Background: an optimization exercise with open tools, aiming at small area. Do not read the settings as production practice.
Only simulation tests tie the RTL to the original design; equivalence was not proved.
Power figures rest on the tool's default switching activity, not on a simulated workload.

## L2RnR2L
module L2RnR2L(clk8,reset8,frame_busy,cmd_inst,cmd_data,neo_size,sizeplus1,
   l2r_data,l2r_done,l2r_go);
   input clk8;
   input reset8;
   input frame_busy;
   input [3:0] cmd_inst;
   input [27:0] cmd_data;
   input [7:0] neo_size;
   input [7:0] sizeplus1;
   output l2r_done;
   output [25:0] l2r_data;
   output l2r_go;
   localparam s_cmd   = 4'b0000;  
   localparam s_start = 4'b0001;
   localparam s_addr  = 4'b0011;
   localparam s_lim   = 4'b0010;
   localparam s_cmp   = 4'b0110;
   localparam s_color = 4'b0111;
   localparam s_go1   = 4'b0101;  
   localparam s_go    = 4'b1110;
   localparam s_busy1 = 4'b1100;
   localparam s_busy  = 4'b1101;
   localparam s_done  = 4'b1001;
   localparam s_cmd1  = 4'b1000;  
   localparam i_init  = 3'b000;
   localparam i_start = 3'b001;
   localparam i_addr  = 3'b011;
   localparam i_loop  = 3'b010;
   localparam i_iter  = 3'b110;
   localparam i_nexte = 3'b111;  
   localparam i_next  = 3'b101;
   localparam i_pause = 3'b100;  
   reg [3:0] mainsm;
   reg [2:0] iteraysm;
   reg [2:0] num_lites;
   reg [7:0] brite;
   reg wrap;             
   reg [4:0] la;         
   reg [7:0] lb;         
   reg [3:0] lc;         
   reg cmp_left, cmp_rite;
   reg [4:0] inner_rite_lite;
   reg [4:0] inner_rite_lim;
   reg [4:0] iteray;
   reg iteray_up;
   reg [11:0] random;
   reg [2:0] dcode;      
   assign l2r_data = {1'b0, la, lb, lc[3], 3'b000, lc[2], {3{lc[1]}}, {4{lc[0]}}};
   wire is_cmd1   = mainsm[3] & ~mainsm[2] & ~mainsm[0];                
   wire is_cmp    = ~mainsm[3] & mainsm[2] & mainsm[1] & ~mainsm[0];    
   assign l2r_done = is_cmd1;
   assign l2r_go   = mainsm[3] & mainsm[2] & ~mainsm[0];                
   wire cmdlike   = ~mainsm[2] & ~mainsm[1] & ~mainsm[0];               
   wire sel_color = ~mainsm[3] & mainsm[2] & ~mainsm[1];               
   wire pend      = ~mainsm[3];
   wire iteray_done = (iteraysm == i_pause);
   wire iteray_en   = (iteraysm == i_nexte);
   function ge5(input [4:0] x, input [4:0] y);
      integer i; reg c;
      begin
         c = 1'b1;
         for (i = 0; i < 5; i = i + 1)
            c = (x[i] & ~y[i]) | (x[i] & c) | (~y[i] & c);
         ge5 = c;
      end
   endfunction
   function [4:0] sub5(input [4:0] x, input [4:0] y);
  ...
Settings: LEC_CHECK=0, CAP_MARGIN=20, CORE_MARGIN=2, CORE_UTILIZATION=70, PLACE_DENSITY=0.85, SLEW_MARGIN=20; clock period 10.0 ns.
standard.sh (not shown) runs the stock make flow with config.mk's settings and CLKGATE_MAP_FILE= SYNTH_SCRIPT=/design/flow/synth_recipe.tcl, a recipe that flattens the netlist after the stock synthesis.
==> flow/flow/run.sh <==
#!/bin/bash
set -euo pipefail
export BUFFER_PORTS_ARGS="-buffer_cell sky130_fd_sc_hd__buf_1"
export CTS_ARGS="-sink_clustering_enable -repair_clock_nets -dont_use_dummy_load"
bash standard.sh > standard.log 2>&1
Next try:
--- a/flow/design.v
+++ b/flow/design.v
@@ -37,30 +37,28 @@
    reg wrap;             
    reg [4:0] la;         
    reg [7:0] lb;         
    reg [3:0] lc;         
    reg cmp_left, cmp_rite;
    reg [4:0] inner_rite_lite;
    reg [4:0] inner_rite_lim;
    reg [4:0] iteray;
    reg iteray_up;
    reg [11:0] random;
    reg [2:0] dcode;      
    assign l2r_data = {1'b0, la, lb, lc[3], 3'b000, lc[2], {3{lc[1]}}, {4{lc[0]}}};
-   wire is_cmd1   = mainsm[3] & ~mainsm[2] & ~mainsm[0];                
-   wire is_cmp    = ~mainsm[3] & mainsm[2] & mainsm[1] & ~mainsm[0];    
-   assign l2r_done = is_cmd1;
-   assign l2r_go   = mainsm[3] & mainsm[2] & ~mainsm[0];                
-   wire cmdlike   = ~mainsm[2] & ~mainsm[1] & ~mainsm[0];               
-   wire sel_color = ~mainsm[3] & mainsm[2] & ~mainsm[1];               
+   assign l2r_done = (mainsm == s_cmd1);
+   assign l2r_go   = (mainsm == s_go) | (mainsm == s_busy1);
+   wire cmdlike   = (mainsm == s_cmd) | (mainsm == s_cmd1);
+   wire sel_color = (mainsm == s_go1);
    wire pend      = ~mainsm[3];
    wire iteray_done = (iteraysm == i_pause);
    wire iteray_en   = (iteraysm == i_nexte);
    function ge5(input [4:0] x, input [4:0] y);
       integer i; reg c;
       begin
          c = 1'b1;
          for (i = 0; i < 5; i = i + 1)
             c = (x[i] & ~y[i]) | (x[i] & c) | (~y[i] & c);
          ge5 = c;
       end
    endfunction
@@ -112,47 +110,47 @@
             s_done:  mainsm <= s_cmd1;
             default: mainsm <= s_cmd;
          endcase
    end
    always @ (posedge clk8 or posedge reset8)
    begin
       if (reset8)
          begin
             wrap <= 1'b1;
          end
       else
          begin
-            if (is_cmd1)
+            if (mainsm == s_cmd1)
                wrap <= at_max;
          end
    end
    always @ (posedge clk8)
    begin
       if (cmdlike)
          begin
             num_lites <= cmd_data[22:20];
             brite     <= cmd_data[19:12];
          end
    end
    wire [4:0] left_addr_hi = add5({2'b00, num_lites}, iteray);
    wire [4:0] rite_addr_lo = sub5(inner_rite_lim, iteray);
    wire [4:0] rite_addr_hi = sub5(neo_size[4:0], iteray);
    wire [4:0] cl_d = sub5(addr_p, iteray);
    wire cl_c1 = iteray[0] & num_lites[0];
    wire cl_c2 = (iteray[1] & num_lites[1]) | (iteray[1] & cl_c1) | (num_lites[1] & cl_c1);
    wire cl_c3 = (iteray[2] & num_lites[2]) | (iteray[2] & cl_c2) | (num_lites[2] & cl_c2);
    wire cl_b = ge5(addr_p, iteray) & ~(iteray[4] & iteray[3] & cl_c3) & ~cl_d[4] & ~cl_d[3] & ge5({2'b00, num_lites}, {2'b00, cl_d[2:0]});
    always @ (posedge clk8)
    begin
-      if (is_cmp)
+      if (mainsm == s_cmp)
          begin
             cmp_left <= cl_b;
             cmp_rite <= ge5(addr_p, rite_addr_lo) & ge5(rite_addr_hi, addr_p);
          end
    end
    always @ (posedge clk8 or posedge reset8)
    begin
       if (reset8)
          iteraysm <= i_init;
       else
          case (iteraysm)
             i_init:
@@ -161,25 +159,25 @@
             i_addr:
                if (addr[4:3] == 2'b01) iteraysm <= i_loop;
             i_loop:
                if (iteray_up == 1'b0 && iteray == 5'b00000)
                   iteraysm <= i_pause;
                else
                   iteraysm <= i_iter;
             i_iter: iteraysm <= i_nexte;
             i_nexte, i_next:
                if (addr[4]) iteraysm <= i_addr;
                else iteraysm <= i_next;
             i_pause:
-               if (is_cmd1 && at_max) iteraysm <= i_init;
+               if (mainsm == s_cmd1 && at_max) iteraysm <= i_init;
          endcase
    end
    always @ (posedge clk8)
    begin
       if (iteraysm == i_start)
          inner_rite_lite <= sub5(sizeplus1[4:0], {2'b00, num_lites});
    end
    always @ (posedge clk8 or posedge reset8)
    begin
       if (reset8)
          inner_rite_lim <= 5'b00000;
       else if (iteraysm == i_start)
@@ -207,39 +205,34 @@
                iteray_up <= 1'b0;
             else if (iteray_done == 1'b1)
                iteray_up <= 1'b1;
             iteray <= iteray ^ it_t;
          end
    end
    wire feedback = random[10] ~^ random[9];
    wire [1:0] nx_code = pend16 ? random[10:9] : random[11:10];
    always @ (posedge clk8 or posedge reset8)
    begin
       if (reset8)
          begin
-            random   <= 12'h563;
-            dcode[2] <= 1'b0;
+            random <= 12'h563;
+            dcode  <= 3'b000;
          end
       else
          begin
             if (sel_color & pend16)
                random <= {random[10:0], feedback};
             if (iteray_done)
-               dcode[2] <= 1'b1;
-         end
-   end
-   always @ (posedge clk8)
-   begin
-      if (iteray_done)
-         dcode[1:0] <= nx_code;
+               dcode <= {1'b1, nx_code};
+         end
    end
    reg [3:0] rite_c, left_c, mix_c;
    always @*
    begin
       if (!dcode[2])
          begin
             rite_c = 4'b0110;
             left_c = 4'b0001;
             mix_c  = 4'b0111;
          end
       else
          case (dcode[1:0])
What happened: The new run finished with timing, DRC and antenna clean; sequential power fell by a few percent; design area rose slightly; worst hold slack stays flat; non-clock buffer count is unchanged; register-to-register slack gains 0.15 ns; combinational power fell by roughly a tenth; synthesized cell count rose by a few percent; total power fell by a few percent; via count fell slightly; routed wire length rose slightly; count of clock-buffer cells in the layout is unchanged; core utilization rose by 0.53 points.

what the ideal ports hide:
Ports are ideal in the flow. The routed layouts listed here were re-timed in OpenROAD. Step 1, drivers: a clkbuf_16 drives clk8 and a buf_2 each remaining input, both assumed. Step 2, shift: input delay + t, output delay - t, t = (earliest + latest rising clock arrival at the registers) / 2. This alone moves slack from input paths to output paths. a / b / c = ideal / step 1 / step 2; a / b = the first two.
run	shift t [ns]	setup slack, ns	worst setup path at the end	worst data-port slew with drivers (ns)
the first run	0.363	5.838 / 5.841 / 5.478	input to register	0.03
the second run	0.365	5.764 / 5.773 / 5.408	input to register	0.04
After both steps every run listed still meets setup and hold. For the first run, which loses most, drivers alone change the setup slack by +0.003 ns; drivers and shift together by -0.360 ns.
